Background: an optimization exercise with open tools, aiming at small area, a short achievable clock period and few clock cycles per item. Do not read the settings as production practice. Function was checked by simulation only, so behaviour that the tests miss may differ from the original. Power is estimated from default activity; no workload was simulated.

**design/flow/config.mk**
```make
export PLATFORM = sky130hd
export DESIGN_NAME = linear
export DESIGN_NICKNAME = linear
export VERILOG_FILES = /design/flow/design.v
export SDC_FILE = /design/flow/constraint.sdc
export NUM_CORES = 4
export LEC_CHECK = 0
export CAP_MARGIN = 30
export CORE_AREA = 5 5 555 555
export DIE_AREA = 0 0 560 560
export PLACE_DENSITY = 0.7
export SETUP_SLACK_MARGIN = 5
export SLEW_MARGIN = 30
export TNS_END_PERCENT = 100
```
**design/flow/constraint.sdc**
```tcl
create_clock -name core_clock -period 8.0 [get_ports {clk}]
set_input_delay 1.6000 -clock core_clock [delete_from_list [all_inputs] [get_ports {clk}]]
set_output_delay 1.6000 -clock core_clock [all_outputs]
set_load 0.01 [all_outputs]
```
**design/flow/design.v**
```verilog
module fadd_rsh (
  input  wire [3:0] f,
  input  wire [2:0] s,
  input  wire e,
  output wire [6:0] r,
  output wire sticky);
  wire [6:0] l3 = {1'b1, f, 2'b00} ^ {7{e}};
  wire [6:0] l2 = s[2] ? {{4{e}}, l3[6:4]} : l3;
  wire [6:0] l1 = s[1] ? {{2{e}}, l2[6:2]} : l2;
  assign r = s[0] ? {e, l1[6:1]} : l1;
  assign sticky = (s == 3'd3) ? f[0] :
                  (s == 3'd4) ? (f[1:0] != 2'd0) :
                  (s == 3'd5) ? (f[2:0] != 3'd0) :
                  (s == 3'd6) ? (f != 4'd0) :
                  (s == 3'd7);
endmodule
module fadd_s1 (
  input  wire [11:0] X,
  input  wire [11:0] Y,
  output wire [32:0] M);
  function ge3(input [2:0] b, input [2:0] a);
    begin
      case ({b, a})
        6'd0: ge3 = 1'b1;
        6'd1: ge3 = 1'b0;
        6'd2: ge3 = 1'b0;
        6'd3: ge3 = 1'b0;
        6'd4: ge3 = 1'b0;
        6'd5: ge3 = 1'b0;
        6'd6: ge3 = 1'b0;
        6'd7: ge3 = 1'b0;
        6'd8: ge3 = 1'b1;
        6'd9: ge3 = 1'b1;
        6'd10: ge3 = 1'b0;
        6'd11: ge3 = 1'b0;
        6'd12: ge3 = 1'b0;
        6'd13: ge3 = 1'b0;
        6'd14: ge3 = 1'b0;
        6'd15: ge3 = 1'b0;
        6'd16: ge3 = 1'b1;
        6'd17: ge3 = 1'b1;
        6'd18: ge3 = 1'b1;
        6'd19: ge3 = 1'b0;
        6'd20: ge3 = 1'b0;
        6'd21: ge3 = 1'b0;
        6'd22: ge3 = 1'b0;
        6'd23: ge3 = 1'b0;
        6'd24: ge3 = 1'b1;
        6'd25: ge3 = 1'b1;
        6'd26: ge3 = 1'b1;
        6'd27: ge3 = 1'b1;
        6'd28: ge3 = 1'b0;
        6'd29: ge3 = 1'b0;
        6'd30: ge3 = 1'b0;
        6'd31: ge3 = 1'b0;
        6'd32: ge3 = 1'b1;
        6'd33: ge3 = 1'b1;
        6'd34: ge3 = 1'b1;
        6'd35: ge3 = 1'b1;
        6'd36: ge3 = 1'b1;
        6'd37: ge3 = 1'b0;
        6'd38: ge3 = 1'b0;
        6'd39: ge3 = 1'b0;
        6'd40: ge3 = 1'b1;
        6'd41: ge3 = 1'b1;
        6'd42: ge3 = 1'b1;
        6'd43: ge3 = 1'b1;
        6'd44: ge3 = 1'b1;
        6'd45: ge3 = 1'b1;
        6'd46: ge3 = 1'b0;
        6'd47: ge3 = 1'b0;
        6'd48: ge3 = 1'b1;
        6'd49: ge3 = 1'b1;
        6'd50: ge3 = 1'b1;
        6'd51: ge3 = 1'b1;
        6'd52: ge3 = 1'b1;
        6'd53: ge3 = 1'b1;
        6'd54: ge3 = 1'b1;
        6'd55: ge3 = 1'b0;
        6'd56: ge3 = 1'b1;
        6'd57: ge3 = 1'b1;
        6'd58: ge3 = 1'b1;
        6'd59: ge3 = 1'b1;
        6'd60: ge3 = 1'b1;
        6'd61: ge3 = 1'b1;
        6'd62: ge3 = 1'b1;
        6'd63: ge3 = 1'b1;
        default: ge3 = 1'b0;
      endcase
    end
  endfunction
  function [2:0] sub3(input [2:0] a, input [2:0] b);
    begin
      case ({a, b})
        6'd0: sub3 = 3'd0;
        6'd1: sub3 = 3'd7;
        6'd2: sub3 = 3'd6;
        6'd3: sub3 = 3'd5;
        6'd4: sub3 = 3'd4;
        6'd5: sub3 = 3'd3;
        6'd6: sub3 = 3'd2;
        6'd7: sub3 = 3'd1;
        6'd8: sub3 = 3'd1;
        6'd9: sub3 = 3'd0;
        6'd10: sub3 = 3'd7;
        6'd11: sub3 = 3'd6;
        6'd12: sub3 = 3'd5;
        6'd13: sub3 = 3'd4;
        6'd14: sub3 = 3'd3;
        6'd15: sub3 = 3'd2;
        6'd16: sub3 = 3'd2;
        6'd17: sub3 = 3'd1;
        6'd18: sub3 = 3'd0;
        6'd19: sub3 = 3'd7;
        6'd20: sub3 = 3'd6;
        6'd21: sub3 = 3'd5;
        6'd22: sub3 = 3'd4;
        6'd23: sub3 = 3'd3;
        6'd24: sub3 = 3'd3;
        6'd25: sub3 = 3'd2;
        6'd26: sub3 = 3'd1;
        6'd27: sub3 = 3'd0;
        6'd28: sub3 = 3'd7;
        6'd29: sub3 = 3'd6;
        6'd30: sub3 = 3'd5;
        6'd31: sub3 = 3'd4;
        6'd32: sub3 = 3'd4;
        6'd33: sub3 = 3'd3;
        6'd34: sub3 = 3'd2;
        6'd35: sub3 = 3'd1;
        6'd36: sub3 = 3'd0;
        6'd37: sub3 = 3'd7;
        6'd38: sub3 = 3'd6;
        6'd39: sub3 = 3'd5;
        6'd40: sub3 = 3'd5;
        6'd41: sub3 = 3'd4;
        6'd42: sub3 = 3'd3;
        6'd43: sub3 = 3'd2;
        6'd44: sub3 = 3'd1;
        6'd45: sub3 = 3'd0;
        6'd46: sub3 = 3'd7;
        6'd47: sub3 = 3'd6;
        6'd48: sub3 = 3'd6;
        6'd49: sub3 = 3'd5;
        6'd50: sub3 = 3'd4;
        6'd51: sub3 = 3'd3;
        6'd52: sub3 = 3'd2;
        6'd53: sub3 = 3'd1;
        6'd54: sub3 = 3'd0;
        6'd55: sub3 = 3'd7;
        6'd56: sub3 = 3'd7;
        6'd57: sub3 = 3'd6;
        6'd58: sub3 = 3'd5;
        6'd59: sub3 = 3'd4;
        6'd60: sub3 = 3'd3;
        6'd61: sub3 = 3'd2;
        6'd62: sub3 = 3'd1;
        6'd63: sub3 = 3'd0;
        default: sub3 = 3'd0;
      endcase
    end
  endfunction
  wire [1:0] exnX = X[11:10], exnY = Y[11:10];
  wire [5:0] dXY = {1'b0, X[8:4]} - {1'b0, Y[8:4]};
  wire [4:0] dYX = Y[8:4] - X[8:4];
  wire [1:0] hX = X[8:7], hY = Y[8:7];
  wire [2:0] lX = X[6:4], lY = Y[6:4];
  wire geXY = ge3(lX, lY);
  wire geYX = ge3(lY, lX);
  wire hEq = (hX == hY);
  wire hX1 = (hX == hY + 2'd1);
  wire hY1 = (hY == hX + 2'd1);
  wire xLtY = (hX < hY) | (hEq & ~geXY);
  wire oXY = ~(geXY ? hEq : hX1);
  wire oYX = ~(geYX ? hEq : hY1);
  wire swap = ((exnX == exnY) & xLtY) | (exnX < exnY);
  wire [11:0] nX = swap ? Y : X;
  wire [11:0] nY = swap ? X : Y;
  wire [4:0] ed = swap ? dYX : dXY[4:0];
  wire ed0 = X[4] ^ Y[4];
  wire effSub = X[9] ^ Y[9];
  wire selClose = (ed[4:1] == 4'b0000) & effSub;
  wire [6:0] A  = {2'b01, X[3:0], 1'b0};
  wire [6:0] Bv = {2'b01, Y[3:0], 1'b0};
  wire [6:0] A1 = {3'b001, X[3:0]};
  wire [6:0] B1 = {3'b001, Y[3:0]};
  wire [6:0] amb = A - Bv;
  wire [6:0] bma = Bv - A;
  wire [6:0] amb1 = A - B1;
  wire [6:0] bma1 = Bv - A1;
  wire [5:0] frcE = amb[6] ? bma[5:0] : amb[5:0];
  wire fscE = swap ? bma[6] : amb[6];
  wire [6:0] dO = swap ? bma1 : amb1;
  wire [5:0] frc1 = ed0 ? dO[5:0] : frcE;
  wire fsc = ed0 ? dO[6] : fscE;
  wire [2:0] lXY = sub3(X[6:4], Y[6:4]);
  wire [2:0] lYX = sub3(Y[6:4], X[6:4]);
  wire [6:0] shY, shX;
  wire stY, stX;
  fadd_rsh rY (.f(Y[3:0]), .s(lXY), .e(effSub), .r(shY), .sticky(stY));
  fadd_rsh rX (.f(X[3:0]), .s(lYX), .e(effSub), .r(shX), .sticky(stX));
  wire [7:0] opY = oXY ? {8{effSub}} : {effSub, shY};
  wire [7:0] opX = oYX ? {8{effSub}} : {effSub, shX};
  wire sN = oXY | stY;
  wire sS = oYX | stX;
  wire [7:0] rN = {2'b01, X[3:0], 2'b00} + opY + {7'd0, effSub & ~sN};
  wire [7:0] rS = {2'b01, Y[3:0], 2'b00} + opX + {7'd0, effSub & ~sS};
  wire [7:0] r0 = swap ? rS : rN;
  wire sticky = swap ? sS : sN;
  assign M = {nX[11:10], nY[11:10], nX[9:0], nY[9], effSub, selClose, fsc, frc1, r0, sticky};
endmodule
module fadd_s2 (
  input  wire [32:0] M,
  output wire [11:0] R);
  wire [3:0] exnXY = M[32:29];
  wire [9:0] nX = M[28:19];
  wire nYs = M[18];
  wire effSub = M[17];
  wire selClose = M[16];
  wire fsc = M[15];
  wire [5:0] frc1 = M[14:9];
  wire [7:0] r0 = M[8:1];
  wire sticky = M[0];
  wire [6:0] E = {2'b00, nX[8:4]};
  wire c2 = (frc1[5:2] == 4'd0);
  wire [5:0] n2 = c2 ? {frc1[1:0], 4'b0000} : frc1;
  wire c1 = (n2[5:4] == 2'd0);
  wire [5:0] n1 = c1 ? {n2[3:0], 2'b00} : n2;
  wire c0 = ~n1[5];
  wire [5:0] n0 = c0 ? {n1[4:0], 1'b0} : n1;
  wire [2:0] nz = {c2, c1, c0};
  wire roundClose = n0[0] & n0[1];
  wire closeZero = (frc1 == 6'd0);
  wire [6:0] expClose = E - {4'b0000, nz};
  wire [4:0] fracC = {1'b0, n0[4:1]} + {4'd0, roundClose};
  wire [6:0] expC = expClose + {6'd0, fracC[4]};
  wire [1:0] lb = r0[7:6];
  wire [3:0] f1 = (lb == 2'b00) ? r0[4:1] : (lb == 2'b01) ? r0[5:2] : r0[6:3];
  wire rb = (lb == 2'b00) ? r0[0] : (lb == 2'b01) ? r0[1] : r0[2];
  wire sb = (lb == 2'b00) ? sticky : (lb == 2'b01) ? (r0[0] | sticky) : (r0[1] | r0[0] | sticky);
  wire roundFar = rb & (sb | f1[0]);
  wire [4:0] fracF = {1'b0, f1} + {4'd0, roundFar};
  wire [6:0] Em1 = E - 7'd1, Ep1 = E + 7'd1, Ep2 = E + 7'd2;
  wire cf = fracF[4];
  wire [6:0] expF = (lb == 2'b00) ? (cf ? E : Em1) :
                    (lb == 2'b01) ? (cf ? Ep1 : E) : (cf ? Ep2 : Ep1);
  wire [10:0] rr = selClose ? {expC, fracC[3:0]} : {expF, fracF[3:0]};
  wire zfc = selClose & closeZero;
  wire resSign = (selClose & closeZero) ? 1'b0 : (nX[9] ^ (selClose & fsc));
  wire [1:0] uo = rr[10:9];
  wire [1:0] exn2 = uo[1] ? 2'b00 : uo[0] ? {~zfc, 1'b0} : {1'b0, ~zfc};
  wire n0101 = (exnXY == 4'b0101);
  wire [1:0] exnR = (exnXY == 4'b1110) ? 2'b11 :
                    (exnXY == 4'b1010) ? {1'b1, effSub} :
                    n0101 ? exn2 : exnXY[3:2];
  wire sgnR = (exnXY == 4'b0000) ? (nX[9] & nYs) : n0101 ? resSign : nX[9];
  wire [8:0] es = n0101 ? rr[8:0] : nX[8:0];
  assign R = {exnR, sgnR, es};
endmodule
module fmul_s1 (
  input  wire [11:0] X,
  input  wire [11:0] Y,
  output wire [19:0] M);
  wire sign = X[9] ^ Y[9];
  wire [6:0] expSum = {2'b00, X[8:4]} + {2'b00, Y[8:4]} - 7'd15;
  wire [4:0] a = {1'b1, X[3:0]};
  wire [9:0] p0 = {5'd0, a & {5{Y[0]}}};
  wire [9:0] p1 = {4'd0, a & {5{Y[1]}}, 1'd0};
  wire [9:0] p2 = {3'd0, a & {5{Y[2]}}, 2'd0};
  wire [9:0] p3 = {2'd0, a & {5{Y[3]}}, 3'd0};
  wire [9:0] p4 = {1'd0, a, 4'd0};
  wire [9:0] s1 = p0 ^ p1 ^ p2;
  wire [9:0] c1 = {(p0[8:0] & p1[8:0]) | (p0[8:0] & p2[8:0]) | (p1[8:0] & p2[8:0]), 1'b0};
  wire [9:0] s2 = s1 ^ c1 ^ p3;
  wire [9:0] c2 = {(s1[8:0] & c1[8:0]) | (s1[8:0] & p3[8:0]) | (c1[8:0] & p3[8:0]), 1'b0};
  wire [9:0] s3 = s2 ^ c2 ^ p4;
  wire [9:0] c3 = {(s2[8:0] & c2[8:0]) | (s2[8:0] & p4[8:0]) | (c2[8:0] & p4[8:0]), 1'b0};
  wire [9:0] sigProd = s3 + c3;
  wire [3:0] es = {X[11:10], Y[11:10]};
  wire [1:0] exc = (es == 4'b0000 || es == 4'b0001 || es == 4'b0100) ? 2'b00 :
                   (es == 4'b0101) ? 2'b01 :
                   (es == 4'b0110 || es == 4'b1001 || es == 4'b1010) ? 2'b10 : 2'b11;
  assign M = {exc, sign, expSum, sigProd};
endmodule
module fmul_s2 (
  input  wire [19:0] M,
  output wire [11:0] R);
  wire [1:0] exc = M[19:18];
  wire sign = M[17];
  wire [6:0] expSum = M[16:10];
  wire [9:0] sigProd = M[9:0];
  wire norm = sigProd[9];
  wire [6:0] expPost = expSum + {6'd0, norm};
  wire [9:0] spe = norm ? {sigProd[8:0], 1'b0} : {sigProd[7:0], 2'b00};
  wire guard = (spe[4:0] != 5'd0);
  wire rnd = spe[5] & (guard | spe[6]);
  wire [10:0] esr = {expPost, spe[9:6]} + {10'd0, rnd};
  wire [1:0] excPost = (esr[10:9] == 2'b00) ? 2'b01 : (esr[10:9] == 2'b01) ? 2'b10 : 2'b00;
  wire [1:0] fexc = (exc == 2'b01) ? excPost : exc;
  assign R = {fexc, sign, esr[8:0]};
endmodule
`default_nettype none
module linear (
	clk,
	rst,
	start,
	ready,
	done,
	p__arg0_0_0,
	p__arg0_0_1,
	p__arg0_0_10,
	p__arg0_0_2,
	p__arg0_0_3,
	p__arg0_0_4,
	p__arg0_0_5,
	p__arg0_0_6,
	p__arg0_0_7,
	p__arg0_0_8,
	p__arg0_0_9,
	p___constant_11x11xf32_0_0,
	p___constant_11x11xf32_0_1,
	p___constant_11x11xf32_0_10,
	p___constant_11x11xf32_0_2,
	p___constant_11x11xf32_0_3,
	p___constant_11x11xf32_0_4,
	p___constant_11x11xf32_0_5,
	p___constant_11x11xf32_0_6,
	p___constant_11x11xf32_0_7,
	p___constant_11x11xf32_0_8,
	p___constant_11x11xf32_0_9,
	p___constant_11x11xf32_10_0,
	p___constant_11x11xf32_10_1,
	p___constant_11x11xf32_10_10,
	p___constant_11x11xf32_10_2,
	p___constant_11x11xf32_10_3,
	p___constant_11x11xf32_10_4,
	p___constant_11x11xf32_10_5,
	p___constant_11x11xf32_10_6,
	p___constant_11x11xf32_10_7,
	p___constant_11x11xf32_10_8,
	p___constant_11x11xf32_10_9,
	p___constant_11x11xf32_1_0,
	p___constant_11x11xf32_1_1,
	p___constant_11x11xf32_1_10,
	p___constant_11x11xf32_1_2,
	p___constant_11x11xf32_1_3,
	p___constant_11x11xf32_1_4,
	p___constant_11x11xf32_1_5,
	p___constant_11x11xf32_1_6,
	p___constant_11x11xf32_1_7,
	p___constant_11x11xf32_1_8,
	p___constant_11x11xf32_1_9,
	p___constant_11x11xf32_2_0,
	p___constant_11x11xf32_2_1,
	p___constant_11x11xf32_2_10,
	p___constant_11x11xf32_2_2,
	p___constant_11x11xf32_2_3,
	p___constant_11x11xf32_2_4,
	p___constant_11x11xf32_2_5,
	p___constant_11x11xf32_2_6,
	p___constant_11x11xf32_2_7,
	p___constant_11x11xf32_2_8,
	p___constant_11x11xf32_2_9,
	p___constant_11x11xf32_3_0,
	p___constant_11x11xf32_3_1,
	p___constant_11x11xf32_3_10,
	p___constant_11x11xf32_3_2,
	p___constant_11x11xf32_3_3,
	p___constant_11x11xf32_3_4,
	p___constant_11x11xf32_3_5,
	p___constant_11x11xf32_3_6,
	p___constant_11x11xf32_3_7,
	p___constant_11x11xf32_3_8,
	p___constant_11x11xf32_3_9,
	p___constant_11x11xf32_4_0,
	p___constant_11x11xf32_4_1,
	p___constant_11x11xf32_4_10,
	p___constant_11x11xf32_4_2,
	p___constant_11x11xf32_4_3,
	p___constant_11x11xf32_4_4,
	p___constant_11x11xf32_4_5,
	p___constant_11x11xf32_4_6,
	p___constant_11x11xf32_4_7,
	p___constant_11x11xf32_4_8,
	p___constant_11x11xf32_4_9,
	p___constant_11x11xf32_5_0,
	p___constant_11x11xf32_5_1,
	p___constant_11x11xf32_5_10,
	p___constant_11x11xf32_5_2,
	p___constant_11x11xf32_5_3,
	p___constant_11x11xf32_5_4,
	p___constant_11x11xf32_5_5,
	p___constant_11x11xf32_5_6,
	p___constant_11x11xf32_5_7,
	p___constant_11x11xf32_5_8,
	p___constant_11x11xf32_5_9,
	p___constant_11x11xf32_6_0,
	p___constant_11x11xf32_6_1,
	p___constant_11x11xf32_6_10,
	p___constant_11x11xf32_6_2,
	p___constant_11x11xf32_6_3,
	p___constant_11x11xf32_6_4,
	p___constant_11x11xf32_6_5,
	p___constant_11x11xf32_6_6,
	p___constant_11x11xf32_6_7,
	p___constant_11x11xf32_6_8,
	p___constant_11x11xf32_6_9,
	p___constant_11x11xf32_7_0,
	p___constant_11x11xf32_7_1,
	p___constant_11x11xf32_7_10,
	p___constant_11x11xf32_7_2,
	p___constant_11x11xf32_7_3,
	p___constant_11x11xf32_7_4,
	p___constant_11x11xf32_7_5,
	p___constant_11x11xf32_7_6,
	p___constant_11x11xf32_7_7,
	p___constant_11x11xf32_7_8,
	p___constant_11x11xf32_7_9,
	p___constant_11x11xf32_8_0,
	p___constant_11x11xf32_8_1,
	p___constant_11x11xf32_8_10,
	p___constant_11x11xf32_8_2,
	p___constant_11x11xf32_8_3,
	p___constant_11x11xf32_8_4,
	p___constant_11x11xf32_8_5,
	p___constant_11x11xf32_8_6,
	p___constant_11x11xf32_8_7,
	p___constant_11x11xf32_8_8,
	p___constant_11x11xf32_8_9,
	p___constant_11x11xf32_9_0,
	p___constant_11x11xf32_9_1,
	p___constant_11x11xf32_9_10,
	p___constant_11x11xf32_9_2,
	p___constant_11x11xf32_9_3,
	p___constant_11x11xf32_9_4,
	p___constant_11x11xf32_9_5,
	p___constant_11x11xf32_9_6,
	p___constant_11x11xf32_9_7,
	p___constant_11x11xf32_9_8,
	p___constant_11x11xf32_9_9,
	p___constant_11xf32_0,
	p___constant_11xf32_1,
	p___constant_11xf32_10,
	p___constant_11xf32_2,
	p___constant_11xf32_3,
	p___constant_11xf32_4,
	p___constant_11xf32_5,
	p___constant_11xf32_6,
	p___constant_11xf32_7,
	p___constant_11xf32_8,
	p___constant_11xf32_9,
	output_p_val_313
);
	input wire clk;
	input wire rst;
	input wire start;
	output wire ready;
	output wire done;
	input wire [11:0] p__arg0_0_0;
	input wire [11:0] p__arg0_0_1;
	input wire [11:0] p__arg0_0_10;
	input wire [11:0] p__arg0_0_2;
	input wire [11:0] p__arg0_0_3;
	input wire [11:0] p__arg0_0_4;
	input wire [11:0] p__arg0_0_5;
	input wire [11:0] p__arg0_0_6;
	input wire [11:0] p__arg0_0_7;
	input wire [11:0] p__arg0_0_8;
	input wire [11:0] p__arg0_0_9;
	input wire [11:0] p___constant_11x11xf32_0_0;
	input wire [11:0] p___constant_11x11xf32_0_1;
	input wire [11:0] p___constant_11x11xf32_0_10;
	input wire [11:0] p___constant_11x11xf32_0_2;
	input wire [11:0] p___constant_11x11xf32_0_3;
	input wire [11:0] p___constant_11x11xf32_0_4;
	input wire [11:0] p___constant_11x11xf32_0_5;
	input wire [11:0] p___constant_11x11xf32_0_6;
	input wire [11:0] p___constant_11x11xf32_0_7;
	input wire [11:0] p___constant_11x11xf32_0_8;
	input wire [11:0] p___constant_11x11xf32_0_9;
	input wire [11:0] p___constant_11x11xf32_10_0;
	input wire [11:0] p___constant_11x11xf32_10_1;
	input wire [11:0] p___constant_11x11xf32_10_10;
	input wire [11:0] p___constant_11x11xf32_10_2;
	input wire [11:0] p___constant_11x11xf32_10_3;
	input wire [11:0] p___constant_11x11xf32_10_4;
	input wire [11:0] p___constant_11x11xf32_10_5;
	input wire [11:0] p___constant_11x11xf32_10_6;
	input wire [11:0] p___constant_11x11xf32_10_7;
	input wire [11:0] p___constant_11x11xf32_10_8;
	input wire [11:0] p___constant_11x11xf32_10_9;
	input wire [11:0] p___constant_11x11xf32_1_0;
	input wire [11:0] p___constant_11x11xf32_1_1;
	input wire [11:0] p___constant_11x11xf32_1_10;
	input wire [11:0] p___constant_11x11xf32_1_2;
	input wire [11:0] p___constant_11x11xf32_1_3;
	input wire [11:0] p___constant_11x11xf32_1_4;
	input wire [11:0] p___constant_11x11xf32_1_5;
	input wire [11:0] p___constant_11x11xf32_1_6;
	input wire [11:0] p___constant_11x11xf32_1_7;
	input wire [11:0] p___constant_11x11xf32_1_8;
	input wire [11:0] p___constant_11x11xf32_1_9;
	input wire [11:0] p___constant_11x11xf32_2_0;
	input wire [11:0] p___constant_11x11xf32_2_1;
	input wire [11:0] p___constant_11x11xf32_2_10;
	input wire [11:0] p___constant_11x11xf32_2_2;
	input wire [11:0] p___constant_11x11xf32_2_3;
	input wire [11:0] p___constant_11x11xf32_2_4;
	input wire [11:0] p___constant_11x11xf32_2_5;
	input wire [11:0] p___constant_11x11xf32_2_6;
	input wire [11:0] p___constant_11x11xf32_2_7;
	input wire [11:0] p___constant_11x11xf32_2_8;
	input wire [11:0] p___constant_11x11xf32_2_9;
	input wire [11:0] p___constant_11x11xf32_3_0;
	input wire [11:0] p___constant_11x11xf32_3_1;
	input wire [11:0] p___constant_11x11xf32_3_10;
	input wire [11:0] p___constant_11x11xf32_3_2;
	input wire [11:0] p___constant_11x11xf32_3_3;
	input wire [11:0] p___constant_11x11xf32_3_4;
	input wire [11:0] p___constant_11x11xf32_3_5;
	input wire [11:0] p___constant_11x11xf32_3_6;
	input wire [11:0] p___constant_11x11xf32_3_7;
	input wire [11:0] p___constant_11x11xf32_3_8;
	input wire [11:0] p___constant_11x11xf32_3_9;
	input wire [11:0] p___constant_11x11xf32_4_0;
	input wire [11:0] p___constant_11x11xf32_4_1;
	input wire [11:0] p___constant_11x11xf32_4_10;
	input wire [11:0] p___constant_11x11xf32_4_2;
	input wire [11:0] p___constant_11x11xf32_4_3;
	input wire [11:0] p___constant_11x11xf32_4_4;
	input wire [11:0] p___constant_11x11xf32_4_5;
	input wire [11:0] p___constant_11x11xf32_4_6;
	input wire [11:0] p___constant_11x11xf32_4_7;
	input wire [11:0] p___constant_11x11xf32_4_8;
	input wire [11:0] p___constant_11x11xf32_4_9;
	input wire [11:0] p___constant_11x11xf32_5_0;
	input wire [11:0] p___constant_11x11xf32_5_1;
	input wire [11:0] p___constant_11x11xf32_5_10;
	input wire [11:0] p___constant_11x11xf32_5_2;
	input wire [11:0] p___constant_11x11xf32_5_3;
	input wire [11:0] p___constant_11x11xf32_5_4;
	input wire [11:0] p___constant_11x11xf32_5_5;
	input wire [11:0] p___constant_11x11xf32_5_6;
	input wire [11:0] p___constant_11x11xf32_5_7;
	input wire [11:0] p___constant_11x11xf32_5_8;
	input wire [11:0] p___constant_11x11xf32_5_9;
	input wire [11:0] p___constant_11x11xf32_6_0;
	input wire [11:0] p___constant_11x11xf32_6_1;
	input wire [11:0] p___constant_11x11xf32_6_10;
	input wire [11:0] p___constant_11x11xf32_6_2;
	input wire [11:0] p___constant_11x11xf32_6_3;
	input wire [11:0] p___constant_11x11xf32_6_4;
	input wire [11:0] p___constant_11x11xf32_6_5;
	input wire [11:0] p___constant_11x11xf32_6_6;
	input wire [11:0] p___constant_11x11xf32_6_7;
	input wire [11:0] p___constant_11x11xf32_6_8;
	input wire [11:0] p___constant_11x11xf32_6_9;
	input wire [11:0] p___constant_11x11xf32_7_0;
	input wire [11:0] p___constant_11x11xf32_7_1;
	input wire [11:0] p___constant_11x11xf32_7_10;
	input wire [11:0] p___constant_11x11xf32_7_2;
	input wire [11:0] p___constant_11x11xf32_7_3;
	input wire [11:0] p___constant_11x11xf32_7_4;
	input wire [11:0] p___constant_11x11xf32_7_5;
	input wire [11:0] p___constant_11x11xf32_7_6;
	input wire [11:0] p___constant_11x11xf32_7_7;
	input wire [11:0] p___constant_11x11xf32_7_8;
	input wire [11:0] p___constant_11x11xf32_7_9;
	input wire [11:0] p___constant_11x11xf32_8_0;
	input wire [11:0] p___constant_11x11xf32_8_1;
	input wire [11:0] p___constant_11x11xf32_8_10;
	input wire [11:0] p___constant_11x11xf32_8_2;
	input wire [11:0] p___constant_11x11xf32_8_3;
	input wire [11:0] p___constant_11x11xf32_8_4;
	input wire [11:0] p___constant_11x11xf32_8_5;
	input wire [11:0] p___constant_11x11xf32_8_6;
	input wire [11:0] p___constant_11x11xf32_8_7;
	input wire [11:0] p___constant_11x11xf32_8_8;
	input wire [11:0] p___constant_11x11xf32_8_9;
	input wire [11:0] p___constant_11x11xf32_9_0;
	input wire [11:0] p___constant_11x11xf32_9_1;
	input wire [11:0] p___constant_11x11xf32_9_10;
	input wire [11:0] p___constant_11x11xf32_9_2;
	input wire [11:0] p___constant_11x11xf32_9_3;
	input wire [11:0] p___constant_11x11xf32_9_4;
	input wire [11:0] p___constant_11x11xf32_9_5;
	input wire [11:0] p___constant_11x11xf32_9_6;
	input wire [11:0] p___constant_11x11xf32_9_7;
	input wire [11:0] p___constant_11x11xf32_9_8;
	input wire [11:0] p___constant_11x11xf32_9_9;
	input wire [11:0] p___constant_11xf32_0;
	input wire [11:0] p___constant_11xf32_1;
	input wire [11:0] p___constant_11xf32_10;
	input wire [11:0] p___constant_11xf32_2;
	input wire [11:0] p___constant_11xf32_3;
	input wire [11:0] p___constant_11xf32_4;
	input wire [11:0] p___constant_11xf32_5;
	input wire [11:0] p___constant_11xf32_6;
	input wire [11:0] p___constant_11xf32_7;
	input wire [11:0] p___constant_11xf32_8;
	input wire [11:0] p___constant_11xf32_9;
	output wire [11:0] output_p_val_313;
reg busy;
reg [5:0] cnt;
reg ready_r, done_r;
wire last = (cnt == 6'd36);
always @(posedge clk) begin
  if (rst) begin
    busy <= 1'b0;
    cnt <= 6'd0;
    ready_r <= 1'b1;
    done_r <= 1'b0;
  end else begin
    done_r <= busy & (cnt == 6'd35);
    if (!busy) begin
      if (start) begin
        busy <= 1'b1;
        cnt <= 6'd1;
        ready_r <= 1'b0;
      end
    end else if (last) begin
      busy <= 1'b0;
      cnt <= 6'd0;
      ready_r <= 1'b1;
    end else begin
      cnt <= cnt + 6'd1;
    end
  end
end
assign ready = ready_r;
assign done = done_r;
reg [21:0] oh;
always @(posedge clk) begin
  if (rst | (busy & last)) oh <= 22'd1;
  else if (busy | start) oh <= {oh[20:0], 1'b0};
end
reg [11:0] xr;
always @(posedge clk)
  xr <=
    ({12{(oh[0] | oh[1])}} & p__arg0_0_0) |
    ({12{(oh[2] | oh[3])}} & p__arg0_0_1) |
    ({12{(oh[4] | oh[5])}} & p__arg0_0_2) |
    ({12{(oh[6] | oh[7])}} & p__arg0_0_3) |
    ({12{(oh[8] | oh[9])}} & p__arg0_0_4) |
    ({12{(oh[10] | oh[11])}} & p__arg0_0_5) |
    ({12{(oh[12] | oh[13])}} & p__arg0_0_6) |
    ({12{(oh[14] | oh[15])}} & p__arg0_0_7) |
    ({12{(oh[16] | oh[17])}} & p__arg0_0_8) |
    ({12{(oh[18] | oh[19])}} & p__arg0_0_9) |
    ({12{(oh[20] | oh[21])}} & p__arg0_0_10);
reg q_zx;                 
reg q_yb0, q_yb1;         
reg q_t1, q_t2, q_t3, q_t4;   
reg q_ym;                 
reg q_xs, q_xs4, q_xs5;   
reg q_xh, q_xh4, q_xh5;   
always @(posedge clk) begin
  q_zx <= (cnt == 6'd1) | (cnt == 6'd2);
  q_yb0 <= (cnt == 6'd23);
  q_yb1 <= (cnt == 6'd24);
  q_t1 <= (cnt == 6'd26);
  q_t2 <= (cnt == 6'd28);
  q_t3 <= (cnt == 6'd30);
  q_t4 <= (cnt == 6'd32);
  q_ym <= ~((cnt == 6'd23) | (cnt == 6'd24) | (cnt == 6'd26) | (cnt == 6'd28) | (cnt == 6'd30) | (cnt == 6'd32));
  q_xh <= (cnt == 6'd26);
  q_xh4 <= (cnt == 6'd26) | (cnt == 6'd31);
  q_xh5 <= (cnt == 6'd26) | (cnt == 6'd27);
  q_xs <= ~((cnt == 6'd1) | (cnt == 6'd2) | (cnt == 6'd26));
  q_xs4 <= ~((cnt == 6'd1) | (cnt == 6'd2) | (cnt == 6'd26) | (cnt == 6'd31));
  q_xs5 <= ~((cnt == 6'd1) | (cnt == 6'd2) | (cnt == 6'd26) | (cnt == 6'd27));
end
reg [11:0] wr0;
always @(posedge clk)
  wr0 <=
    ({12{oh[0]}} & p___constant_11x11xf32_0_0) |
    ({12{oh[1]}} & p___constant_11x11xf32_1_0) |
    ({12{oh[2]}} & p___constant_11x11xf32_0_1) |
    ({12{oh[3]}} & p___constant_11x11xf32_1_1) |
    ({12{oh[4]}} & p___constant_11x11xf32_0_2) |
    ({12{oh[5]}} & p___constant_11x11xf32_1_2) |
    ({12{oh[6]}} & p___constant_11x11xf32_0_3) |
    ({12{oh[7]}} & p___constant_11x11xf32_1_3) |
    ({12{oh[8]}} & p___constant_11x11xf32_0_4) |
    ({12{oh[9]}} & p___constant_11x11xf32_1_4) |
    ({12{oh[10]}} & p___constant_11x11xf32_0_5) |
    ({12{oh[11]}} & p___constant_11x11xf32_1_5) |
    ({12{oh[12]}} & p___constant_11x11xf32_0_6) |
    ({12{oh[13]}} & p___constant_11x11xf32_1_6) |
    ({12{oh[14]}} & p___constant_11x11xf32_0_7) |
    ({12{oh[15]}} & p___constant_11x11xf32_1_7) |
    ({12{oh[16]}} & p___constant_11x11xf32_0_8) |
    ({12{oh[17]}} & p___constant_11x11xf32_1_8) |
    ({12{oh[18]}} & p___constant_11x11xf32_0_9) |
    ({12{oh[19]}} & p___constant_11x11xf32_1_9) |
    ({12{oh[20]}} & p___constant_11x11xf32_0_10) |
    ({12{oh[21]}} & p___constant_11x11xf32_1_10);
reg [19:0] mm0;
wire [19:0] mmd0;
wire [11:0] m0;
fmul_s1 mul1_0 (.X(xr), .Y(wr0), .M(mmd0));
always @(posedge clk) mm0 <= mmd0;
fmul_s2 mul2_0 (.M(mm0), .R(m0));
reg [11:0] ax0, ay0;
reg [32:0] am0;
wire [32:0] amd0;
wire [11:0] s0;
fadd_s1 add1_0 (.X(ax0), .Y(ay0), .M(amd0));
always @(posedge clk) am0 <= amd0;
fadd_s2 add2_0 (.M(am0), .R(s0));
reg [11:0] wr1;
always @(posedge clk)
  wr1 <=
    ({12{oh[0]}} & p___constant_11x11xf32_2_0) |
    ({12{oh[1]}} & p___constant_11x11xf32_3_0) |
    ({12{oh[2]}} & p___constant_11x11xf32_2_1) |
    ({12{oh[3]}} & p___constant_11x11xf32_3_1) |
    ({12{oh[4]}} & p___constant_11x11xf32_2_2) |
    ({12{oh[5]}} & p___constant_11x11xf32_3_2) |
    ({12{oh[6]}} & p___constant_11x11xf32_2_3) |
    ({12{oh[7]}} & p___constant_11x11xf32_3_3) |
    ({12{oh[8]}} & p___constant_11x11xf32_2_4) |
    ({12{oh[9]}} & p___constant_11x11xf32_3_4) |
    ({12{oh[10]}} & p___constant_11x11xf32_2_5) |
    ({12{oh[11]}} & p___constant_11x11xf32_3_5) |
    ({12{oh[12]}} & p___constant_11x11xf32_2_6) |
    ({12{oh[13]}} & p___constant_11x11xf32_3_6) |
    ({12{oh[14]}} & p___constant_11x11xf32_2_7) |
    ({12{oh[15]}} & p___constant_11x11xf32_3_7) |
    ({12{oh[16]}} & p___constant_11x11xf32_2_8) |
    ({12{oh[17]}} & p___constant_11x11xf32_3_8) |
    ({12{oh[18]}} & p___constant_11x11xf32_2_9) |
    ({12{oh[19]}} & p___constant_11x11xf32_3_9) |
    ({12{oh[20]}} & p___constant_11x11xf32_2_10) |
    ({12{oh[21]}} & p___constant_11x11xf32_3_10);
reg [19:0] mm1;
wire [19:0] mmd1;
wire [11:0] m1;
fmul_s1 mul1_1 (.X(xr), .Y(wr1), .M(mmd1));
always @(posedge clk) mm1 <= mmd1;
fmul_s2 mul2_1 (.M(mm1), .R(m1));
reg [11:0] ax1, ay1;
reg [32:0] am1;
wire [32:0] amd1;
wire [11:0] s1;
fadd_s1 add1_1 (.X(ax1), .Y(ay1), .M(amd1));
always @(posedge clk) am1 <= amd1;
fadd_s2 add2_1 (.M(am1), .R(s1));
reg [11:0] wr2;
always @(posedge clk)
  wr2 <=
    ({12{oh[0]}} & p___constant_11x11xf32_4_0) |
    ({12{oh[1]}} & p___constant_11x11xf32_5_0) |
    ({12{oh[2]}} & p___constant_11x11xf32_4_1) |
    ({12{oh[3]}} & p___constant_11x11xf32_5_1) |
    ({12{oh[4]}} & p___constant_11x11xf32_4_2) |
    ({12{oh[5]}} & p___constant_11x11xf32_5_2) |
    ({12{oh[6]}} & p___constant_11x11xf32_4_3) |
    ({12{oh[7]}} & p___constant_11x11xf32_5_3) |
    ({12{oh[8]}} & p___constant_11x11xf32_4_4) |
    ({12{oh[9]}} & p___constant_11x11xf32_5_4) |
    ({12{oh[10]}} & p___constant_11x11xf32_4_5) |
    ({12{oh[11]}} & p___constant_11x11xf32_5_5) |
    ({12{oh[12]}} & p___constant_11x11xf32_4_6) |
    ({12{oh[13]}} & p___constant_11x11xf32_5_6) |
    ({12{oh[14]}} & p___constant_11x11xf32_4_7) |
    ({12{oh[15]}} & p___constant_11x11xf32_5_7) |
    ({12{oh[16]}} & p___constant_11x11xf32_4_8) |
    ({12{oh[17]}} & p___constant_11x11xf32_5_8) |
    ({12{oh[18]}} & p___constant_11x11xf32_4_9) |
    ({12{oh[19]}} & p___constant_11x11xf32_5_9) |
    ({12{oh[20]}} & p___constant_11x11xf32_4_10) |
    ({12{oh[21]}} & p___constant_11x11xf32_5_10);
reg [19:0] mm2;
wire [19:0] mmd2;
wire [11:0] m2;
fmul_s1 mul1_2 (.X(xr), .Y(wr2), .M(mmd2));
always @(posedge clk) mm2 <= mmd2;
fmul_s2 mul2_2 (.M(mm2), .R(m2));
reg [11:0] ax2, ay2;
reg [32:0] am2;
wire [32:0] amd2;
wire [11:0] s2;
fadd_s1 add1_2 (.X(ax2), .Y(ay2), .M(amd2));
always @(posedge clk) am2 <= amd2;
fadd_s2 add2_2 (.M(am2), .R(s2));
reg [11:0] wr3;
always @(posedge clk)
  wr3 <=
    ({12{oh[0]}} & p___constant_11x11xf32_6_0) |
    ({12{oh[1]}} & p___constant_11x11xf32_7_0) |
    ({12{oh[2]}} & p___constant_11x11xf32_6_1) |
    ({12{oh[3]}} & p___constant_11x11xf32_7_1) |
    ({12{oh[4]}} & p___constant_11x11xf32_6_2) |
    ({12{oh[5]}} & p___constant_11x11xf32_7_2) |
    ({12{oh[6]}} & p___constant_11x11xf32_6_3) |
    ({12{oh[7]}} & p___constant_11x11xf32_7_3) |
    ({12{oh[8]}} & p___constant_11x11xf32_6_4) |
    ({12{oh[9]}} & p___constant_11x11xf32_7_4) |
    ({12{oh[10]}} & p___constant_11x11xf32_6_5) |
    ({12{oh[11]}} & p___constant_11x11xf32_7_5) |
    ({12{oh[12]}} & p___constant_11x11xf32_6_6) |
    ({12{oh[13]}} & p___constant_11x11xf32_7_6) |
    ({12{oh[14]}} & p___constant_11x11xf32_6_7) |
    ({12{oh[15]}} & p___constant_11x11xf32_7_7) |
    ({12{oh[16]}} & p___constant_11x11xf32_6_8) |
    ({12{oh[17]}} & p___constant_11x11xf32_7_8) |
    ({12{oh[18]}} & p___constant_11x11xf32_6_9) |
    ({12{oh[19]}} & p___constant_11x11xf32_7_9) |
    ({12{oh[20]}} & p___constant_11x11xf32_6_10) |
    ({12{oh[21]}} & p___constant_11x11xf32_7_10);
reg [19:0] mm3;
wire [19:0] mmd3;
wire [11:0] m3;
fmul_s1 mul1_3 (.X(xr), .Y(wr3), .M(mmd3));
always @(posedge clk) mm3 <= mmd3;
fmul_s2 mul2_3 (.M(mm3), .R(m3));
reg [11:0] ax3, ay3;
reg [32:0] am3;
wire [32:0] amd3;
wire [11:0] s3;
fadd_s1 add1_3 (.X(ax3), .Y(ay3), .M(amd3));
always @(posedge clk) am3 <= amd3;
fadd_s2 add2_3 (.M(am3), .R(s3));
reg [11:0] wr4;
always @(posedge clk)
  wr4 <=
    ({12{oh[0]}} & p___constant_11x11xf32_8_0) |
    ({12{oh[1]}} & p___constant_11x11xf32_9_0) |
    ({12{oh[2]}} & p___constant_11x11xf32_8_1) |
    ({12{oh[3]}} & p___constant_11x11xf32_9_1) |
    ({12{oh[4]}} & p___constant_11x11xf32_8_2) |
    ({12{oh[5]}} & p___constant_11x11xf32_9_2) |
    ({12{oh[6]}} & p___constant_11x11xf32_8_3) |
    ({12{oh[7]}} & p___constant_11x11xf32_9_3) |
    ({12{oh[8]}} & p___constant_11x11xf32_8_4) |
    ({12{oh[9]}} & p___constant_11x11xf32_9_4) |
    ({12{oh[10]}} & p___constant_11x11xf32_8_5) |
    ({12{oh[11]}} & p___constant_11x11xf32_9_5) |
    ({12{oh[12]}} & p___constant_11x11xf32_8_6) |
    ({12{oh[13]}} & p___constant_11x11xf32_9_6) |
    ({12{oh[14]}} & p___constant_11x11xf32_8_7) |
    ({12{oh[15]}} & p___constant_11x11xf32_9_7) |
    ({12{oh[16]}} & p___constant_11x11xf32_8_8) |
    ({12{oh[17]}} & p___constant_11x11xf32_9_8) |
    ({12{oh[18]}} & p___constant_11x11xf32_8_9) |
    ({12{oh[19]}} & p___constant_11x11xf32_9_9) |
    ({12{oh[20]}} & p___constant_11x11xf32_8_10) |
    ({12{oh[21]}} & p___constant_11x11xf32_9_10);
reg [19:0] mm4;
wire [19:0] mmd4;
wire [11:0] m4;
fmul_s1 mul1_4 (.X(xr), .Y(wr4), .M(mmd4));
always @(posedge clk) mm4 <= mmd4;
fmul_s2 mul2_4 (.M(mm4), .R(m4));
reg [11:0] ax4, ay4;
reg [32:0] am4;
wire [32:0] amd4;
wire [11:0] s4;
fadd_s1 add1_4 (.X(ax4), .Y(ay4), .M(amd4));
always @(posedge clk) am4 <= amd4;
fadd_s2 add2_4 (.M(am4), .R(s4));
reg [11:0] wr5;
always @(posedge clk)
  wr5 <=
    ({12{oh[0]}} & p___constant_11x11xf32_10_0) |
    ({12{oh[1]}} & p___constant_11x11xf32_10_0) |
    ({12{oh[2]}} & p___constant_11x11xf32_10_1) |
    ({12{oh[3]}} & p___constant_11x11xf32_10_1) |
    ({12{oh[4]}} & p___constant_11x11xf32_10_2) |
    ({12{oh[5]}} & p___constant_11x11xf32_10_2) |
    ({12{oh[6]}} & p___constant_11x11xf32_10_3) |
    ({12{oh[7]}} & p___constant_11x11xf32_10_3) |
    ({12{oh[8]}} & p___constant_11x11xf32_10_4) |
    ({12{oh[9]}} & p___constant_11x11xf32_10_4) |
    ({12{oh[10]}} & p___constant_11x11xf32_10_5) |
    ({12{oh[11]}} & p___constant_11x11xf32_10_5) |
    ({12{oh[12]}} & p___constant_11x11xf32_10_6) |
    ({12{oh[13]}} & p___constant_11x11xf32_10_6) |
    ({12{oh[14]}} & p___constant_11x11xf32_10_7) |
    ({12{oh[15]}} & p___constant_11x11xf32_10_7) |
    ({12{oh[16]}} & p___constant_11x11xf32_10_8) |
    ({12{oh[17]}} & p___constant_11x11xf32_10_8) |
    ({12{oh[18]}} & p___constant_11x11xf32_10_9) |
    ({12{oh[19]}} & p___constant_11x11xf32_10_9) |
    ({12{oh[20]}} & p___constant_11x11xf32_10_10) |
    ({12{oh[21]}} & p___constant_11x11xf32_10_10);
reg [19:0] mm5;
wire [19:0] mmd5;
wire [11:0] m5;
fmul_s1 mul1_5 (.X(xr), .Y(wr5), .M(mmd5));
always @(posedge clk) mm5 <= mmd5;
fmul_s2 mul2_5 (.M(mm5), .R(m5));
reg [11:0] ax5, ay5;
reg [32:0] am5;
wire [32:0] amd5;
wire [11:0] s5;
fadd_s1 add1_5 (.X(ax5), .Y(ay5), .M(amd5));
always @(posedge clk) am5 <= amd5;
fadd_s2 add2_5 (.M(am5), .R(s5));
always @(posedge clk) begin
  if (q_zx) ax0 <= 12'd0;
  else if (!q_xh) ax0 <= s0;
end
always @(posedge clk)
  ay0 <=
    ({12{q_ym}} & m0) |
    ({12{q_yb0}} & p___constant_11xf32_0) |
    ({12{q_yb1}} & p___constant_11xf32_1) |
    ({12{q_t1}} & s0) |
    ({12{q_t2}} & s1) |
    ({12{q_t3}} & s2) |
    ({12{q_t4}} & ax4);
always @(posedge clk) begin
  if (q_zx) ax1 <= 12'd0;
  else if (!q_xh) ax1 <= s1;
end
always @(posedge clk)
  ay1 <=
    ({12{q_ym}} & m1) |
    ({12{q_yb0}} & p___constant_11xf32_2) |
    ({12{q_yb1}} & p___constant_11xf32_3) |
    ({12{q_t1}} & s1);
always @(posedge clk) begin
  if (q_zx) ax2 <= 12'd0;
  else if (!q_xh) ax2 <= s2;
end
always @(posedge clk)
  ay2 <=
    ({12{q_ym}} & m2) |
    ({12{q_yb0}} & p___constant_11xf32_4) |
    ({12{q_yb1}} & p___constant_11xf32_5) |
    ({12{q_t1}} & s2) |
    ({12{q_t2}} & s3);
always @(posedge clk) begin
  if (q_zx) ax3 <= 12'd0;
  else if (!q_xh) ax3 <= s3;
end
always @(posedge clk)
  ay3 <=
    ({12{q_ym}} & m3) |
    ({12{q_yb0}} & p___constant_11xf32_6) |
    ({12{q_yb1}} & p___constant_11xf32_7) |
    ({12{q_t1}} & s3);
always @(posedge clk) begin
  if (q_zx) ax4 <= 12'd0;
  else if (!q_xh4) ax4 <= s4;
end
always @(posedge clk)
  ay4 <=
    ({12{q_ym}} & m4) |
    ({12{q_yb0}} & p___constant_11xf32_8) |
    ({12{q_yb1}} & p___constant_11xf32_9) |
    ({12{q_t1}} & s4) |
    ({12{q_t2}} & ax5);
always @(posedge clk) begin
  if (q_zx) ax5 <= 12'd0;
  else if (!q_xh5) ax5 <= s5;
end
always @(posedge clk)
  ay5 <=
    ({12{q_ym}} & m5) |
    ({12{q_yb0}} & p___constant_11xf32_10) |
    ({12{q_yb1}} & p___constant_11xf32_10) |
    ({12{q_t1}} & s5);
reg [11:0] out_r;
always @(posedge clk) out_r <= s0;
assign output_p_val_313 = out_r;
endmodule
```
**design/flow/flow/run.sh**
```bash
#!/bin/bash
# The standard layout, with the port buffers made of the smallest buffer
# cell (sky130_fd_sc_hd__buf_1) instead of the one buffer_ports picks itself.
set -euo pipefail
export BUFFER_PORTS_ARGS="-buffer_cell sky130_fd_sc_hd__buf_1"
bash standard.sh > standard_flow.log 2>&1
```
**design/flow/standard.sh**
```bash
#!/bin/bash
# synth_recipe.tcl (not shown) runs the flow's synth.tcl, then flattens the netlist and writes it again
# the make line also repeats each setting of config.mk as NAME=value (left out here)
make -C /OpenROAD-flow-scripts/flow DESIGN_CONFIG=/design/flow/config.mk WORK_HOME=/design/flow/orfs CLKGATE_MAP_FILE= SYNTH_SCRIPT=/design/flow/synth_recipe.tcl "${@:-finish}"
```
==> results of run 1 <==
-- synthesized netlist by cell type, types with 21 or more instances --
cell      count
a21oi_1     421
clkbuf_1    375
fa_1        120
a22oi_1     489
nor4_1       24
nor3b_1      27
mux2_2       68
and2_1      125
or2_2        37
a22o_1      158
inv_1       326
o21ai_0     323
nand2b_1     64
and3_1       75
a221oi_1    179
o21bai_1     49
dfxtp_1     599
buf_1        46
mux2i_1     152
a222oi_1     82
a21o_1       75
xor2_1      135
nand4_1      80
a31oi_1      50
o211ai_1     61
xnor2_1     332
a211oi_1     94
nor2b_1      73
ha_1        460
nor2_1      509
o22ai_1      21
nand2_1     543
nand3_1     255
nor3_1       81
-- worst max-delay path: stages (launching register included) --
cell      delay [ps]
dfxtp_4          380
buf_8            160
ha_2             210
nand2b_1          90
a31o_2           280
o31a_1           310
or2_4            290
o21ai_4          140
o31ai_2           80
a21oi_1          190
nor2_1            80
xnor2_1          130
ha_1             330
and3_4           160
and2_4           150
a311o_1          300
o31a_1           320
or3_4            380
a21oi_2          170
o32ai_2          100
-- state kept, by name, indices dropped and copies added (netlist names), 20 cells and up --
name	count
am0	33
am1	33
am2	33
am3	33
am4	33
am5	33
oh	22
mm0	20
mm1	20
mm2	20
mm3	20
mm4	20
mm5	20
-- logic make-up after synthesis --
group | after synthesis | share of synthesized area [%]
AO/OA/AOI/OAI | 2236 | 28.8
AND/OR/NAND/NOR | 1987 | 17.4
buffers and inverters | 784 | 5.46
flip-flops | 599 | 21.8
adder cells (fa/ha/maj) | 588 | 15.0
XOR/XNOR | 468 | 7.46
multiplexers | 220 | 4.15
-- report_power, final --
| group | internal [mW] | leakage, nW | total, mW | switching [mW] |
|---|---|---|---|---|
| Clock | 2.37 | 1.44 | 4.11 | 1.74 |
| Sequential | 4.40 | 5.07 | 6.30 | 1.90 |
| Combinational | 12.3 | 22.9 | 27.5 | 15.1 |
| Total | 19.1 | 29.5 | 37.9 | 18.8 |
-- cell type report --
| class | count | area [um^2] | share of cell area (%) |
|---|---|---|---|
| inverter | 338 | 1420 | 1.81 |
| clock buffer | 111 | 2430 | 3.11 |
| timing repair buffer | 2323 | 11900 | 15.2 |
| tap | 3978 | 4980 | 6.36 |
| sequential | 599 | 12400 | 15.8 |
| antenna | 119 | 298 | 0.380 |
| timing repair inverter | 1 | 5.00 | 0.00639 |
| clock inverter | 47 | 547 | 0.698 |
| multi-input combinational | 5502 | 44300 | 56.6 |
-- metal layers --
layer	GRT usage (%)	wire length (um)	up-vias
li1	-	-	29600
met1	30.0	161000	32800
met2	45.3	214000	4465
met3	6.49	40600	1181
met4	16.8	34300	82
met5	0	540	-
-- placed cells by master (no fill, tap or decap), types with 35 or more instances in the layout --
cell type  netlist  final
a21oi_2          0     53
dfxtp_4          0     89
buf_1           46   1727
buf_4            5    478
a22oi_1        489    478
clkbuf_16        0     97
a222oi_1        82     82
o211ai_1        61     61
dfxtp_1        599    483
fa_1           120     81
a21o_1          75     73
buf_6            2     58
diode_2          0    119
ha_4             0     45
o21ai_0        323    258
nand2_1        543    536
ha_2             0     41
nor2_1         509    470
a211oi_1        94     56
xnor2_2          1     35
nand3_1        255    235
xor2_1         135    120
a21oi_1        421    361
fa_2             0     39
mux2i_1        152    117
and2_1         125    105
xnor2_1        332    290
and3_1          75     67
nor3_1          81     63
nand4_1         80     80
mux2_2          68     61
nor2b_1         73     57
o21ai_1          8     41
ha_1           460    374
a221oi_1       179    144
a22o_1         158    158
inv_1          326    263
a31oi_1         50     40
nand2b_1        64     57
o21bai_1        49     47
-- path summary, 6_finish.rpt --
path              to  slack, ps  depth (start not counted)   start
min          mm4[17]        440                          1  wr4[9]
min reg2reg  mm4[17]        440                          1  wr4[9]
max reg2reg   am2[6]       3610                         19  ax2[5]
max           am2[6]       3610                         19  ax2[5]
-- per-stage QoR --
| stage | hold slack, ps | setup slack (ps) | utilization (%) | area, um^2 |
|---|---|---|---|---|
| floorplan | 406 | 3830 | - | 56200 |
| global placement | 420 | 3360 | 22.2 | 67000 |
| detailed placement | 423 | 3340 | 22.2 | 67100 |
| CTS | 443 | 3710 | 24.8 | 74900 |
| global route | 461 | 3480 | 25.9 | 78200 |
| finish | 439 | 3610 | 25.9 | 78300 |
-- timing repair --
item | in CTS | in global routing
buffers inserted | 282 | 153
pin swaps | 211 | 256
resized for setup | 573 | 381
cloned | 8 | 8
endpoints found under the setup margin | 278 | 174
==> results.toml, run 1 <==
[synthesis]
async_flop_share_pct = 0
synth_flop_cell = "dfxtp_1"
synth.distinct_cells = 97
yosys.area.top_type = "dfxtp_1"
synth-seq-cells = 599
avgSynthCellArea_um2 = 8.00
ys_top_cells_by_area = "dfxtp_1 22%, ha_1 10%, a22oi_1 6.7%"
yosysTopAreaCellShare_pct = 21.8
ys_seq_area_share_pct = 21.8
synth_warnings = 2
synthCells = 6882
syn_area_mm2 = 0.0551
synth_edf_count = 0
synth_nets = 9181

[placed_design]
dpl.cell_count = 12300
hpwl_mm = 358
globalplace.congestion = 1.07
port_buffers = 1732

[timing]
period_share_pct = 54.9
fmax_mhz = 228
fin_crit_ps = 4390
max_slew_margin_pct = 28.5
worst-slew-pin-transition_ps = 1070
setup_viol = 0
finClkSkew_ps = 45.5
finalSetupTns_ps = 0
rsz0062_at_grt = "true"
slew_violations = 0
finalHoldViolCount = 0

[drt]
drtIter0Drc = 8108
num_vias = 68200
viasPerCell = 5.24
postRouteAntennaNets = 0
drt-total-wl_mm = 450
routedWlPerCell_um = 34.6
drc = 0
firstDrtPassIters = 12

[floorplanning]
start_util_pct = 18.2
core_mm2 = 0.302
die_h_um = 560
die_w_um = 560
boundaryPins = 1733
die_area_mm2 = 0.314
fp-row-count = 202

[clock_tree]
worstSkewPairLatency_ps = 740
numCtsBuffers = 85
cts_max_path_buffers = 3
cts_hold_buf = 0
cts_tree = "yes"
cts_root_buf = "clkbuf_16"
cts_num_sinks = 599
cts-htree-levels = 3
clk_pin_slew_worst_paths_ps = 60

[setup_path]
required_ps = 8570
worstSetupPathType = "flip-flop to flip-flop"
cp.arrival_ps = 4960
startpoint_type = "flip-flop"
cp_max_fo = 15
end_kind = "flip-flop"

[power]
peakVddDrop_mv = 0.291
fin_total_pwr_mw = 37.9
power_density_mw_per_mm2 = 484
p_leak_nw = 29.5

[status]
status = "complete, no violations"

[min_path]
worstHoldPathType = "flip-flop to flip-flop"

[global_routing]
antenna_found_initial = 239
grt_pass1_wl_mm = 573
gr-total-overflow = 0
grt_max_degree = 65
grt_usage_pct = 26.7
grt_pass1_vias = 63000

[final_layout]
fillers = 32800
final_cells = 13000
drive_gt1_share_pct = 19.1
syn2layout_area_growth_pct = 42.2
nets = 11100

[job]
drv_cap = 0
Testbench counts, summed over its fixed seeds: cycles 29,600, items 800.
==> run 2, diff against run 1 <==
--- a/design/flow/config.mk
+++ b/design/flow/config.mk
@@ -6,4 +6,5 @@
 export NUM_CORES = 4
 export LEC_CHECK = 0
+export ABC_AREA = 1
 export CAP_MARGIN = 30
 export CORE_AREA = 5 5 555 555
==> run 2 against run 1 <==
Effect of this change: highest routed layer unchanged; first-iteration DRC count rose by 6.2%; routed wire length rose by 7.1%; combinational power rose by 24%; worst setup slack improved by 1100 ps; total power rose by 17%.
==> results.toml, run 2 <==
[synthesis]
synth-seq-cells = 599
yosysTopAreaCellShare_pct = 20.7
synth_flop_cell = "dfxtp_1"
avgSynthCellArea_um2 = 6.50
ys_top_cells_by_area = "dfxtp_1 21%, nand2_1 17%, ha_1 9.9%"
yosys.area.top_type = "dfxtp_1"
ys_top_cells_by_count = "2649 x nand2_1, 917 x inv_1, 599 x dfxtp_1, 575 x nand3_1, 514 x a21oi_1"
synth_warnings = 2
synth.distinct_cells = 81
syn_area_mm2 = 0.0581
synthCells = 8937
ys_seq_area_share_pct = 20.7
synth_edf_count = 0
synth_nets = 11200
synth.most_common_cell = "nand2_1"
async_flop_share_pct = 0

[timing]
slew_violations = 0
period_share_pct = 41.4
rsz0062_at_grt = "true"
setup_viol = 0
fmax_mhz = 302
fin_crit_ps = 3310
postLayoutSetupSlackWorst_ps = 4690
finClkSkew_ps = 59.6
worst-slew-pin-transition_ps = 1120
max_slew_margin_pct = 25.3
finalSetupTns_ps = 0
finalHoldViolCount = 0

[clock_tree]
numCtsBuffers = 82
cts_root_buf = "clkbuf_16"
cts_tree = "yes"
cts-htree-levels = 3
clk_pin_slew_worst_paths_ps = 60
cts_max_path_buffers = 3
worstSkewPairLatency_ps = 770
cts_num_sinks = 599

[global_routing]
antenna_found_initial = 218
grt_max_degree = 84
gr-total-overflow = 0
grt_usage_pct = 28.6
grt_pass1_vias = 70200
grt_pass1_wl_mm = 614

[power]
p_leak_nw = 35.6
power_density_mw_per_mm2 = 530
peakVddDrop_mv = 0.290

[drt]
viasPerCell = 5.06
drt-total-wl_mm = 482
drc = 0
firstDrtPassIters = 8
num_vias = 77400
postRouteAntennaNets = 0
drtIter0Drc = 8611
routedWlPerCell_um = 31.6

[min_path]
hold-path-endpoint = "ay1[9]"
worstHoldPathType = "flip-flop to flip-flop"
min_from = "mm1[17]"
min_path_cells = 2

[status]
status = "complete, no violations"

[setup_path]
critPathLaunch = "xr[2]"
worstReg2RegStart = "xr[2]"
rr_endpoint = "mm5[8]"
reg2reg_setup_slack_ps = 4690
worstSetupPathType = "flip-flop to flip-flop"
cp_max_fo = 5
startpoint_type = "flip-flop"
required_ps = 8610
r2r_cells = 12
end_kind = "flip-flop"
cp.arrival_ps = 3930

[floorplanning]
core_mm2 = 0.302
die_h_um = 560
fp-row-count = 202
die_area_mm2 = 0.314
die_w_um = 560
start_util_pct = 19.2
boundaryPins = 1733

[placed_design]
place_ws_ps = 3090
port_buffers = 1732
globalplace.congestion = 1.09
hpwl_mm = 377
dpl.cell_count = 14400

[final_layout]
nets = 13400
layout_commonest_cell = "nand2_1"
drive_gt1_share_pct = 20.0
final_cells = 15300
syn2layout_area_growth_pct = 44.1
mostFrequentLayoutCells = "2439 x nand2_1, 1723 x buf_1, 789 x inv_1"

[job]
drv_cap = 0
==> run 2: changes by cell type after synthesis, sizes merged, moves of 82 or more <==
cell / before / now
nand2: 543 / 2715
o21ai: 331 / 581
nand3: 255 / 599
nand4: 80 / 283
and2: 126 / 5
mux2i: 152 / 6
clkbuf: 375 / 269
a21oi: 421 / 516
a22oi: 489 / 45
a222oi: 82 / 0
xnor2: 333 / 70
inv: 330 / 981
==> run 2: logic make-up (layout without fill, tap and decap cells) <==
kind of cell / count (synthesis) / count (layout) / synth area share (%)
AO/OA/AOI/OAI: 1816 / 1816 / 19.6
XOR/XNOR: 276 / 276 / 4.25
adder cells (fa/ha/maj): 580 / 580 / 14.1
buffers and inverters: 1363 / 3542 / 9.15
flip-flops: 599 / 599 / 20.7
multiplexers: 6 / 6 / 0.103
other: 0 / 176 / 0
AND/OR/NAND/NOR: 4297 / 4301 / 32.2
==> run 2: through the flow <==
stage               total power, mW  hold slack, ps  area [um^2]  util, %
finish                         44.3             447        83700     27.7
global route                   47.6             466        83600     27.7
CTS                            38.5             450        78200     25.9
detailed placement             29.9             433        69500     23.0
global placement               29.7             442        69300     22.9
floorplan                      23.5             391        58500        -
==> run 2: what timing repair did <==
item / 4_1_cts / 5_1_grt
setup buffers: 340 / 221
endpoints found under the setup margin: 197 / 171
hold buffers: 0 / 0
gates resized for setup: 814 / 864
gates cloned: 7 / 4
pin swaps: 326 / 524
==> run 2: area by class of cell <==
cell class                      instances  area [um^2]
Inverter                              986         4060
Timing Repair Buffer                 2403        12500
Tap cell                             3978         4980
Clock inverter                         43          581
Clock buffer                          108         2400
Timing Repair inverter                  2         15.0
Sequential cell                       599        12400
Multi-Input combinational cell       6979        46400
Fill cell                           33100       218000
Antenna cell                          176          440
==> run 2: worst max-delay path by stage <==
stage / to / slack [ps] / cells past startpoint
after floorplan: mm3[8] / 4820 / 12
after global placement: wr1[2] / 3090 / 6
after detailed placement: wr1[2] / 3090 / 6
after CTS: ay2[10] / 4740 / 24
after global routing: am4[7] / 4550 / 24
final: mm5[8] / 4690 / 12
==> run 2: worst max-delay path: stages, from the launching register on <==
cell	delay, ps
dfxtp_4	400
buf_12	170
buf_6	120
nand2_4	40
inv_2	40
fa_2	530
fa_2	440
fa_2	540
ha_2	180
inv_2	40
fa_2	340
o21a_1	190
xor2_1	130
==> run 2: power breakdown <==
part	internal, mW	switching, mW
sequential	4.44	1.74
clock	2.40	1.78
combinational	13.8	20.2
==> run 2: per-layer routing <==
metal / global-route usage (%) / up-vias / part of all wire [%] / wire length (um)
met1: 32.3 / 36400 / 36 / 173000
met2: 48.0 / 4965 / 47 / 225000
met3: 8.24 / 1173 / 10 / 48200
met5: 0 / - / 0.070 / 339
met4: 16.4 / 54 / 7.4 / 35800
li1: - / 34700 / - / -

static timing again, ports no longer ideal:
Ports are ideal in the flow. The routed layouts listed here were re-timed in OpenROAD. Step 1 assumes that a clkbuf_16 drives the clock port and a buf_2 every other input. Step 2 times the ports against the registers' clock, not the clock port: input delays grow and output delays shrink by t, the midpoint of the rising clock arrivals with the driver on. Three values: ideal ports, drivers, drivers and shift; two values: the first two.
run	t (ns)	slack for setup (ns)	worst hold slack (ns)	latest minus earliest clock arrival (ns)
run 1	0.791	3.609 / 3.609 / 3.609	0.439 / 0.439 / 0.439	0.047 / 0.047
run 2	0.839	4.689 / 4.689 / 4.193	0.447 / 0.447 / 0.447	0.067 / 0.067
After both steps setup and hold are still met in every run listed. For run 2, which loses most, drivers alone change the setup slack by 0.000 ns; drivers and shift together by -0.496 ns.
